From an optimization exercise on the open Yosys and OpenROAD flow, aimed at small area, a short achievable clock period and few clock cycles; shortcuts taken in it are not production practice. Where RTL was checked, it was by simulation tests only, not by an equivalence proof against the original.

== red ==
==> module bas, before the edit <==
module bas(clock,reset,load, seed_x,seed_y,iterations,x,y,x_extreme,y_extreme,out_value,done );
    input clock,reset,load;
    input [8:0] seed_x,seed_y;
    input [8:0] iterations;
    input [15:0] x,y;
    output signed [15:0] x_extreme,y_extreme;
    output signed [39:0] out_value;
    output reg done;
    reg [15:0] x_curr, y_curr;           
    reg signed [13:0] step_x, step_y;    
    reg signed [13:0] step_nx, step_ny;  
    reg [17:0] dl1, dl2, dr1, dr2;       
    reg ql1, ql2, qr1, qr2;              
    reg [32:0] value_curr;               
    reg [8:0] dir_x, dir_y;              
    reg [12:0] sense;                    
    reg [8:0] remain;
    reg run;
    reg first;                           
    reg [15:0] x_best, y_best;
    reg [32:0] value_best;
    reg value_init;                      
    wire [32:0] al, bl, ar, br;
    beetle_left_antenna ol(dl1, dl2, ql1, ql2, al, bl);
    beetle_left_antenna or_(dr1, dr2, qr1, qr2, ar, br);
    wire go_right;
    beetle_compare cmp(al, bl, ar, br, go_right);
    wire [32:0] odour_l = al + bl;
    wire [32:0] odour_r = ar + br;
    wire [15:0] x_l = x_curr + {{2{step_x[13]}}, step_x};
    wire [15:0] y_l = y_curr + {{2{step_y[13]}}, step_y};
    wire [15:0] x_r = x_curr - {{2{step_x[13]}}, step_x};
    wire [15:0] y_r = y_curr - {{2{step_y[13]}}, step_y};
    wire [17:0] ell1, ell2, elr1, elr2, erl1, erl2, err1, err2;
    wire qll1, qll2, qlr1, qlr2, qrl1, qrl2, qrr1, qrr2;
    wire signed [13:0] first_x = {{5{dir_x[8]}}, dir_x} + {{2{dir_x[8]}}, dir_x, 3'b000} + {dir_x[8], dir_x, 4'b0000};
    wire signed [13:0] first_y = {{5{dir_y[8]}}, dir_y} + {{2{dir_y[8]}}, dir_y, 3'b000} + {dir_y[8], dir_y, 4'b0000};
    wire signed [13:0] next_x = first ? first_x : step_nx;
    wire signed [13:0] next_y = first ? first_y : step_ny;
    beetle_position #(0) pll(x_l, y_l, next_x, next_y, ell1, ell2, qll1, qll2);
    beetle_position #(1) plr(x_l, y_l, next_x, next_y, elr1, elr2, qlr1, qlr2);
    beetle_position #(0) prl(x_r, y_r, next_x, next_y, erl1, erl2, qrl1, qrl2);
    beetle_position #(1) prr(x_r, y_r, next_x, next_y, err1, err2, qrr1, qrr2);
    wire signed [13:0] mul_x, mul_y;
    wire [14:0] sense3 = {2'b00, sense} + {1'b0, sense, 1'b0};
    wire [8:0] dir_x_n, dir_y_n;
    lfsr lx(dir_x, dir_x_n);
    lfsr ly(dir_y, dir_y_n);
    beetle_right_antenna mulx(dir_x_n, sense, sense3, mul_x);
    beetle_right_antenna muly(dir_y_n, sense, sense3, mul_y);
    assign x_extreme = x_best;
    assign y_extreme = y_best;
    assign out_value = {4'b0, {3{value_init}}, value_best};
    always @(posedge clock) begin
        if (reset) begin
            x_curr <= x;
            y_curr <= y;
            dl1 <= 18'd0;
            dl2 <= 18'd0;
            dr1 <= 18'd0;
            dr2 <= 18'd0;
            ql1 <= 1'b0;
            ql2 <= 1'b0;
            qr1 <= 1'b0;
            qr2 <= 1'b0;
            step_x <= 14'd0;
            step_y <= 14'd0;
            step_nx <= 14'd0;
            step_ny <= 14'd0;
            dir_x <= 9'd0;
            dir_y <= 9'd0;
        end else begin
            if (go_right) begin
                x_curr <= x_r;
                y_curr <= y_r;
                dl1 <= erl1;
                dl2 <= erl2;
                dr1 <= err1;
                dr2 <= err2;
                ql1 <= qrl1;
                ql2 <= qrl2;
                qr1 <= qrr1;
                qr2 <= qrr2;
            end else begin
                x_curr <= x_l;
                y_curr <= y_l;
                dl1 <= ell1;
                dl2 <= ell2;
                dr1 <= elr1;
                dr2 <= elr2;
                ql1 <= qll1;
                ql2 <= qll2;
                qr1 <= qlr1;
                qr2 <= qlr2;
            end
            step_x <= next_x;
            step_y <= next_y;
            step_nx <= mul_x;
            step_ny <= mul_y;
            if (load) begin
                dir_x <= seed_x;
                dir_y <= seed_y;
            end else begin
                dir_x <= dir_x_n;
                dir_y <= dir_y_n;
            end
        end
        value_curr <= go_right ? odour_r : odour_l;
        if (reset)
            sense <= 13'd6400;
        else
            sense <= sense - {8'd0, sense[12:8]} - {12'd0, sense[7:0] != 8'd0};
        if (reset) begin
            run <= 1'b0;
            done <= 1'b0;
            first <= 1'b0;
            x_best <= 16'd0;
            y_best <= 16'd0;
            value_best <= {33{1'b1}};
            value_init <= 1'b1;
        end else if (load) begin
            remain <= iterations;
            first <= 1'b1;
            run <= iterations != 9'd0;
            done <= iterations == 9'd0;
        end else if (run) begin
            remain <= remain - 9'd1;
            first <= 1'b0;
            if (remain == 9'd0) begin
                run <= 1'b0;
                done <= 1'b1;
            end
            if (!first && value_curr < value_best) begin
                x_best <= x_curr;
                y_best <= y_curr;
                value_best <= value_curr;
                value_init <= 1'b0;
            end
        end
    end
endmodule
export LEC_CHECK = 0
export ABC_AREA = 1
export CAP_MARGIN = 20
export CORE_MARGIN = 2
export CORE_UTILIZATION = 45
export SLEW_MARGIN = 20
create_clock -name core_clock -period 27.0 [get_ports {clock}]
standard.sh (not shown) runs the stock make flow with config.mk's settings and CLKGATE_MAP_FILE= SYNTH_SCRIPT=/design/flow/synth_recipe.tcl, a recipe that flattens the netlist after the stock synthesis.
==> flow/flow/run.sh <==
#!/bin/bash
# The standard layout, with timing repair aiming for 20 ns of setup slack
# at the design's clock period (over-fixing, as SETUP_SLACK_MARGIN does),
# on the worst 20% of endpoints, and buf_4 cells as the port buffers.
set -euo pipefail
bash standard.sh SETUP_SLACK_MARGIN=20 TNS_END_PERCENT=20 "BUFFER_PORTS_ARGS=-buffer_cell sky130_fd_sc_hd__buf_4" finish > orfs_make.log 2>&1
#### Input delta (blue over red)
--- a/flow/design.v
+++ b/flow/design.v
@@ -722,27 +722,25 @@
     wire [15:0] x_l = x_curr + {{2{step_x[13]}}, step_x};
     wire [15:0] y_l = y_curr + {{2{step_y[13]}}, step_y};
     wire [15:0] x_r = x_curr - {{2{step_x[13]}}, step_x};
     wire [15:0] y_r = y_curr - {{2{step_y[13]}}, step_y};
     wire [17:0] ell1, ell2, elr1, elr2, erl1, erl2, err1, err2;
     wire qll1, qll2, qlr1, qlr2, qrl1, qrl2, qrr1, qrr2;
-    wire signed [13:0] first_x = {{5{dir_x[8]}}, dir_x} + {{2{dir_x[8]}}, dir_x, 3'b000} + {dir_x[8], dir_x, 4'b0000};
-    wire signed [13:0] first_y = {{5{dir_y[8]}}, dir_y} + {{2{dir_y[8]}}, dir_y, 3'b000} + {dir_y[8], dir_y, 4'b0000};
-    wire signed [13:0] next_x = first ? first_x : step_nx;
-    wire signed [13:0] next_y = first ? first_y : step_ny;
-    beetle_position #(0) pll(x_l, y_l, next_x, next_y, ell1, ell2, qll1, qll2);
-    beetle_position #(1) plr(x_l, y_l, next_x, next_y, elr1, elr2, qlr1, qlr2);
-    beetle_position #(0) prl(x_r, y_r, next_x, next_y, erl1, erl2, qrl1, qrl2);
-    beetle_position #(1) prr(x_r, y_r, next_x, next_y, err1, err2, qrr1, qrr2);
+    beetle_position #(0) pll(x_l, y_l, step_nx, step_ny, ell1, ell2, qll1, qll2);
+    beetle_position #(1) plr(x_l, y_l, step_nx, step_ny, elr1, elr2, qlr1, qlr2);
+    beetle_position #(0) prl(x_r, y_r, step_nx, step_ny, erl1, erl2, qrl1, qrl2);
+    beetle_position #(1) prr(x_r, y_r, step_nx, step_ny, err1, err2, qrr1, qrr2);
     wire signed [13:0] mul_x, mul_y;
     wire [14:0] sense3 = {2'b00, sense} + {1'b0, sense, 1'b0};
-    wire [8:0] dir_x_n, dir_y_n;
+    beetle_right_antenna mulx(dir_x, sense, sense3, mul_x);
+    beetle_right_antenna muly(dir_y, sense, sense3, mul_y);
+    wire [8:0] dir_x_n, dir_y_n, seed_x_n, seed_y_n;
     lfsr lx(dir_x, dir_x_n);
     lfsr ly(dir_y, dir_y_n);
-    beetle_right_antenna mulx(dir_x_n, sense, sense3, mul_x);
-    beetle_right_antenna muly(dir_y_n, sense, sense3, mul_y);
+    lfsr lsx(seed_x, seed_x_n);
+    lfsr lsy(seed_y, seed_y_n);
     assign x_extreme = x_best;
     assign y_extreme = y_best;
     assign out_value = {4'b0, {3{value_init}}, value_best};
     always @(posedge clock) begin
         if (reset) begin
             x_curr <= x;
@@ -782,33 +780,36 @@
                 dr2 <= elr2;
                 ql1 <= qll1;
                 ql2 <= qll2;
                 qr1 <= qlr1;
                 qr2 <= qlr2;
             end
-            step_x <= next_x;
-            step_y <= next_y;
-            step_nx <= mul_x;
-            step_ny <= mul_y;
+            step_x <= step_nx;
+            step_y <= step_ny;
             if (load) begin
-                dir_x <= seed_x;
-                dir_y <= seed_y;
+                step_nx <= {{5{seed_x[8]}}, seed_x} + {{2{seed_x[8]}}, seed_x, 3'b000} + {seed_x[8], seed_x, 4'b0000};
+                step_ny <= {{5{seed_y[8]}}, seed_y} + {{2{seed_y[8]}}, seed_y, 3'b000} + {seed_y[8], seed_y, 4'b0000};
+                dir_x <= seed_x_n;
+                dir_y <= seed_y_n;
             end else begin
+                step_nx <= mul_x;
+                step_ny <= mul_y;
                 dir_x <= dir_x_n;
                 dir_y <= dir_y_n;
             end
         end
         value_curr <= go_right ? odour_r : odour_l;
         if (reset)
             sense <= 13'd6400;
+        else if (load)
+            sense <= 13'd6375;
         else
             sense <= sense - {8'd0, sense[12:8]} - {12'd0, sense[7:0] != 8'd0};
         if (reset) begin
             run <= 1'b0;
             done <= 1'b0;
-            first <= 1'b0;
             x_best <= 16'd0;
             y_best <= 16'd0;
             value_best <= {33{1'b1}};
             value_init <= 1'b1;
         end else if (load) begin
             remain <= iterations;
--- outcome ---
For area of the core, red and blue come out practically identical.
[blue] setup slack fell 120 ps relative to red
Going from red to blue, number of synthesized register bits grew slightly.
When blue is set beside red, its area added between synthesis and finish turns out to be 1.3 points smaller.
Compared blue against red; area share of fa/ha/maj cells after synthesis within noise.
Between blue and red, it is blue whose post-placement cell count is lower, by 0.54%.
Placed wire-length estimate after detailed placement: lower on red
red -> blue: area of the multi-input gates decreased slightly
Looking at total length of routed wires, blue sits above red.
Compare red and blue | worst reg-to-reg path cell count lower: red
blue vs red: distinct cell type count after synthesis up by a few percent
Total standard cell area after synthesis delta (red -> blue): insignificant
Testbench counts of blue, summed over its fixed seeds: cycles 49,176.
Only the layout flow was run in red; the RTL was not checked for function there.

==> afterwards: timing with drivers on the ports <==
The results above use ideal ports. As a check the final layouts listed here were re-extracted and re-timed, cells and wires unchanged.
Step 1 (the two cells are an assumption about what drives the block):
set clk [get_ports {clock}]
set_driving_cell -lib_cell sky130_fd_sc_hd__clkbuf_16 $clk
set_driving_cell -lib_cell sky130_fd_sc_hd__buf_2 [delete_from_list [all_inputs] $clk]
Step 2 moves the port delays by t, midway between the first and last clock arrival at a register: inputs arrive t later, outputs are due t later. That takes back most of the time a late clock gives input paths.
Three values: ideal, step 1, step 2; two values: the first two.
| run | t (ns) | slack for setup (ns) | worst hold slack (ns) |
|---|---|---|---|
| red | 0.706 | 20.016 / 20.036 / 19.367 | 0.459 / 0.459 / 0.459 |
| blue | 0.713 | 19.896 / 19.926 / 19.213 | 0.480 / 0.480 / 0.480 |
After both steps every run listed still meets setup and hold. For blue, which loses most, drivers alone change the setup slack by +0.030 ns; drivers and shift together by -0.683 ns.
